Background: an optimization exercise with open tools, aiming at small area and a short achievable clock period. Do not read the settings as production practice.
The RTL was checked by simulation tests, not by an equivalence proof against the original design.
No activity file was given, so power comes from the tool's default toggle rates.

==> job 2554: inputs <==
// MicroUAZ8Bits2020V02
module MicroUAZ8Bits2020V02(
    input Clk,
    input Rst,
    input [8:0] i_Instruction,
    input [7:0] i_Dato_Bus,
    output [7:0] o_Addres_Instruction_Bus,
    output [7:0] o_DataOut_Bus,
    output [7:0] o_Addres_Data_Bus,
    output RW
    );
    wire [2:0] op = i_Instruction[8:6];
    wire [2:0] a  = i_Instruction[5:3];
    wire [2:0] b  = i_Instruction[2:0];
    reg [7:0] R [0:7];
    reg [7:0] PC;
    reg C;
    reg fl, Zs, Ns;
    wire [7:0] Ra = R[a];
    wire [7:0] Rb = R[b];
    wire [7:0] R0 = R[0];
    wire Z = fl ? (R0 == 8'd0) & ~C : Zs;
    wire N = fl ? R0[7] : Ns;
    assign RW = ~op[2] & op[1];
    assign o_Addres_Data_Bus = op[1] ? Ra : Rb;
    assign o_DataOut_Bus = op[0] ? Rb : {5'b0, b};
    assign o_Addres_Instruction_Bus = PC;
    wire sub = b[0];
    wire [8:0] addsub = {1'b0, R0} + ({1'b0, Ra} ^ {9{sub}}) + {8'b0, sub};
    reg [8:0] res;
    always @* begin
        case (b)
            3'd0, 3'd1: res = addsub;
            3'd2: res = {1'b0, R0} << Ra;
            3'd3: res = {1'b0, R0} >> Ra;
            3'd4: res = {1'b1, ~R0};
            3'd5: res = {1'b0, R0 & Ra};
            3'd6: res = {1'b0, R0 | Ra};
            default: res = {1'b0, R0 ^ Ra};
        endcase
    end
    wire is_math = op == 3'b101;
    wire is_jump = op == 3'b110;
    wire link    = is_jump & (b == 3'd1);
    wire wa = (op[2:1] == 2'b00) | (op == 3'b100);
    wire [7:0] wd = op[2] ? Rb : (op[0] ? i_Dato_Bus : {5'b0, b});
    reg taken;
    always @* begin
        case (b)
            3'd0, 3'd1: taken = 1'b1;
            3'd2: taken = Z;
            3'd3: taken = ~Z;
            3'd4: taken = N;
            3'd5: taken = ~N;
            3'd6: taken = C;
            default: taken = ~C;
  ...
==> module MicroUAZ8Bits2020V02, before the edit <==
module MicroUAZ8Bits2020V02(
    input Clk,
    input Rst,
    input [8:0] i_Instruction,
    input [7:0] i_Dato_Bus,
    output [7:0] o_Addres_Instruction_Bus,
    output [7:0] o_DataOut_Bus,
    output [7:0] o_Addres_Data_Bus,
    output RW
    );
    wire [2:0] op = i_Instruction[8:6];
    wire [2:0] a  = i_Instruction[5:3];
    wire [2:0] b  = i_Instruction[2:0];
    reg [7:0] R [0:7];
    reg [7:0] PC;
    reg C;
    reg fl, Zs, Ns;
    wire [7:0] Ra = R[a];
    wire [7:0] Rb = R[b];
    wire [7:0] R0 = R[0];
    wire Z = fl ? (R0 == 8'd0) & ~C : Zs;
    wire N = fl ? R0[7] : Ns;
    assign RW = ~op[2] & op[1];
    assign o_Addres_Data_Bus = op[1] ? Ra : Rb;
    assign o_DataOut_Bus = op[0] ? Rb : {5'b0, b};
    assign o_Addres_Instruction_Bus = PC;
    wire sub = b[0];
    wire [8:0] addsub = {1'b0, R0} + ({1'b0, Ra} ^ {9{sub}}) + {8'b0, sub};
    reg [8:0] res;
    always @* begin
        case (b)
            3'd0, 3'd1: res = addsub;
            3'd2: res = {1'b0, R0} << Ra;
            3'd3: res = {1'b0, R0} >> Ra;
            3'd4: res = {1'b1, ~R0};
            3'd5: res = {1'b0, R0 & Ra};
            3'd6: res = {1'b0, R0 | Ra};
            default: res = {1'b0, R0 ^ Ra};
        endcase
    end
    wire is_math = op == 3'b101;
    wire is_jump = op == 3'b110;
    wire link    = is_jump & (b == 3'd1);
    wire wa = (op[2:1] == 2'b00) | (op == 3'b100);
    wire [7:0] wd = op[2] ? Rb : (op[0] ? i_Dato_Bus : {5'b0, b});
    reg taken;
    always @* begin
        case (b)
            3'd0, 3'd1: taken = 1'b1;
            3'd2: taken = Z;
            3'd3: taken = ~Z;
            3'd4: taken = N;
            3'd5: taken = ~N;
            3'd6: taken = C;
            default: taken = ~C;
        endcase
    end
    integer i;
    always @(posedge Clk, posedge Rst) begin
        if (Rst) begin
            for (i = 0; i < 8; i = i + 1) R[i] <= 8'd0;
            PC <= 8'd0;
            C <= 1'b0; fl <= 1'b0; Zs <= 1'b0; Ns <= 1'b0;
        end else begin
            for (i = 1; i < 7; i = i + 1)
                if (wa && a == i) R[i] <= wd;
            if (is_math) R[0] <= res[7:0];
            else if (wa && a == 3'd0) R[0] <= wd;
            if (link) R[7] <= PC;
            else if (wa && a == 3'd7) R[7] <= wd;
            PC <= (is_jump & taken) ? Ra : PC + 8'd1;
            if (is_math) begin
                C <= res[8];
                fl <= 1'b1;
            end else if (wa && a == 3'd0) begin
                fl <= 1'b0;
                Zs <= Z;
                Ns <= N;
            end
        end
    end
endmodule
clock: 6.0 ns
lec_check: 0
cap_margin: 20
core_margin: 2
core_utilization: 40
slew_margin: 20
run.sh (not shown) runs the stock make flow with config.mk's settings and CLKGATE_MAP_FILE= SYNTH_SCRIPT=/design/flow/synth_recipe.tcl, a recipe that flattens the netlist after the stock synthesis.
==> job 9775: changes against job 2554 <==
--- a/flow/design.v
+++ b/flow/design.v
@@ -25,18 +25,30 @@
     assign o_Addres_Data_Bus = op[1] ? Ra : Rb;
-    assign o_DataOut_Bus = op[0] ? Rb : {5'b0, b};
+    wire [7:0] rbi = (op[0] | op[2]) ? Rb : {5'b0, b};
+    assign o_DataOut_Bus = rbi;
     assign o_Addres_Instruction_Bus = PC;
     wire sub = b[0];
-    wire [8:0] addsub = {1'b0, R0} + ({1'b0, Ra} ^ {9{sub}}) + {8'b0, sub};
-    reg [8:0] res;
+    wire [8:0] s = {1'b0, R0 ^ {8{sub}}} + {1'b0, Ra};
+    wire [8:0] addsub = {s[8], s[7:0] ^ {8{sub}}};
+    wire left = ~b[0];
+    wire [8:0] v = left ? {R0[0], R0[1], R0[2], R0[3], R0[4], R0[5], R0[6], R0[7], 1'b0}
+                        : {1'b0, R0};
+    wire [8:0] vs = v >> Ra;
+    wire [8:0] sh = left ? {vs[0], vs[1], vs[2], vs[3], vs[4], vs[5], vs[6], vs[7], vs[8]} : vs;
+    reg [3:0] tt;
     always @* begin
-        case (b)
-            3'd0, 3'd1: res = addsub;
-            3'd2: res = {1'b0, R0} << Ra;
-            3'd3: res = {1'b0, R0} >> Ra;
-            3'd4: res = {1'b1, ~R0};
-            3'd5: res = {1'b0, R0 & Ra};
-            3'd6: res = {1'b0, R0 | Ra};
-            default: res = {1'b0, R0 ^ Ra};
+        case (b[1:0])
+            2'd0: tt = 4'b0011;    
+            2'd1: tt = 4'b1000;    
+            2'd2: tt = 4'b1110;    
+            default: tt = 4'b0110;  
         endcase
     end
+    wire [7:0] lg;
+    genvar k;
+    generate
+        for (k = 0; k < 8; k = k + 1) begin : lgb
+            assign lg[k] = tt[{R0[k], Ra[k]}];
+        end
+    endgenerate
+    wire [8:0] res = b[2] ? {b[1:0] == 2'd0, lg} : (b[1] ? sh : addsub);
     wire is_math = op == 3'b101;
@@ -45,3 +57,3 @@
     wire wa = (op[2:1] == 2'b00) | (op == 3'b100);
-    wire [7:0] wd = op[2] ? Rb : (op[0] ? i_Dato_Bus : {5'b0, b});
+    wire [7:0] wd = (op[0] & ~op[2]) ? i_Dato_Bus : rbi;
     reg taken;
==> flow/flow/run.sh (new file) <==
#!/bin/bash
# Own layout flow: the standard ORFS flow (standard.sh), with the
# changes set in flow/opts.sh:
#  - MY_ABC_SCRIPT: ABC script for synthesis's mapping (via my_synth.tcl,
#    which sources synth_recipe.tcl unchanged and only swaps abc's script);
#  - EXTRA: further make variables (port buffer cell, adder mapping, ...).
# Each tool's output stays in orfs/logs/; make's own output in run_make.log.
set -euo pipefail
W=$(pwd)
export FLOW_WORK=$W
EXTRA=()
source $W/flow/opts.sh
bash standard.sh SYNTH_SCRIPT=$W/flow/my_synth.tcl "${EXTRA[@]}" finish > $W/run_make.log 2>&1
==> flow/flow/my_synth.tcl (new file) <==
# The standard synthesis (synth_recipe.tcl, sourced unchanged) with one
# change: Yosys's abc pass runs the ABC script named by MY_ABC_SCRIPT in
# place of ORFS's abc_speed script.
proc abc {args} {
  set i [lsearch -exact $args -script]
  if { $i >= 0 && [info exists ::env(MY_ABC_SCRIPT)] } {
    lset args [expr { $i + 1 }] $::env(MY_ABC_SCRIPT)
  }
  puts "my_synth: abc $args"
  yosys abc {*}$args
}
source $::env(FLOW_WORK)/synth_recipe.tcl
==> flow/flow/opts.sh (new file) <==
# options for run.sh
EXTRA=( "BUFFER_PORTS_ARGS=-buffer_cell sky130_fd_sc_hd__buf_1" "ADDER_MAP_FILE=" )
==> flow/standard.sh (new file) <==
#!/bin/bash
# synth_recipe.tcl (not shown) runs the flow's synth.tcl, then flattens the netlist and writes it again
# the make line also repeats each setting of config.mk as NAME=value (left out here)
make -C /OpenROAD-flow-scripts/flow DESIGN_CONFIG=/design/flow/config.mk WORK_HOME=/design/flow/orfs CLKGATE_MAP_FILE= SYNTH_SCRIPT=/design/flow/synth_recipe.tcl "${@:-finish}"
- CORE_UTILIZATION: 40 -> 35
- SETUP_SLACK_MARGIN: default -> 2.5
- TNS_END_PERCENT: default -> 0
removed: flow/run.sh
==> comparison <==
- In job 9775 the clock power is higher than in job 2554, by 4.2%.
- Of job 2554 and job 9775, job 9775 has the higher non-clock buffer count (gap 35).
- In job 9775 the die area is higher than in job 2554, by 15%.
- Of job 9775 and job 2554, job 9775 has the higher clock-buffer cell count (gap 1).
- Of job 9775 and job 2554, job 9775 has the higher synthesized area (gap about 0.8%, measured against job 2554).
- Between job 9775 and job 2554, the lower utilization is in job 9775 (gap 2.5 points).
- In job 2554 the synthesized cell count is smaller than in job 9775, by about 7%.
- First-iteration DRC count: job 9775 is lower than job 2554 (2.2%).
==> figures <==
Power per cell area: job 2554 335 nW/um^2; job 9775 346 nW/um^2
Portion of the layout cell area used by clock cells: job 2554 0.0397; job 9775 0.0381
Fillers: job 2554 1,461; job 9775 1,718
Area of the mapped netlist: job 2554 6180 um^2; job 9775 6230 um^2
All-layer global routing usage: job 2554 0.282; job 9775 0.235
Critical Path Most Common Cell: job 2554 clkdlybuf4s50_1; job 9775 mux2_2
Max-Slew Margin vs Limit: job 2554 0.333; job 9775 0.230
Fraction of synthesized cell area taken by the top area cell type: job 2554 0.308; job 9775 0.305
Area after detailed placement: job 2554 6690 um^2; job 9775 6500 um^2
Power share of the clock group: job 2554 0.224; job 9775 0.209
Post-cts resize count: job 2554 0; job 9775 61
Post-layout min period: job 2554 5390 ps; job 9775 3890 ps
VDD IR-drop max: job 2554 0.000230 V; job 9775 0.000159 V
Power attributed to sequential cells: job 2554 843 uW; job 9775 894 uW
Clock Skew: job 2554 8.15 ps; job 9775 9.44 ps
First-pass DRT Iterations: job 2554 7; job 9775 5
Result of the run: job 2554 finished clean; job 9775 finished clean
Crit Path Max Fanout: job 2554 23; job 9775 11

what the ideal ports hide:
The flow's constraints put no driver on any port. The routed layouts listed below were extracted and timed again, unchanged, in two steps. Step 1, drivers: a clkbuf_16 drives Clk and a buf_2 each remaining input, both assumed. Step 2 moves the port delays by t, midway between the first and last clock arrival at a register: inputs arrive t later, outputs are due t later. That takes back most of the time a late clock gives input paths. Slacks: no drivers / after step 1 / after step 2; pairs: no drivers / after step 1.
run | t (ns) | setup slack, ns | hold WS [ns] | worst setup path at the end | worst data-port slew with drivers (ns)
job 2554 | 0.393 | 0.607 / 0.582 / 0.515 | 0.474 / 0.474 / 0.474 | input to register | 0.04
job 9775 | 0.395 | 2.107 / 2.003 / 1.750 | 0.502 / 0.502 / 0.502 | input to register | 0.16
After both steps every run listed still meets setup and hold. For job 9775, which loses most, drivers alone change the setup slack by -0.104 ns; drivers and shift together by -0.357 ns.
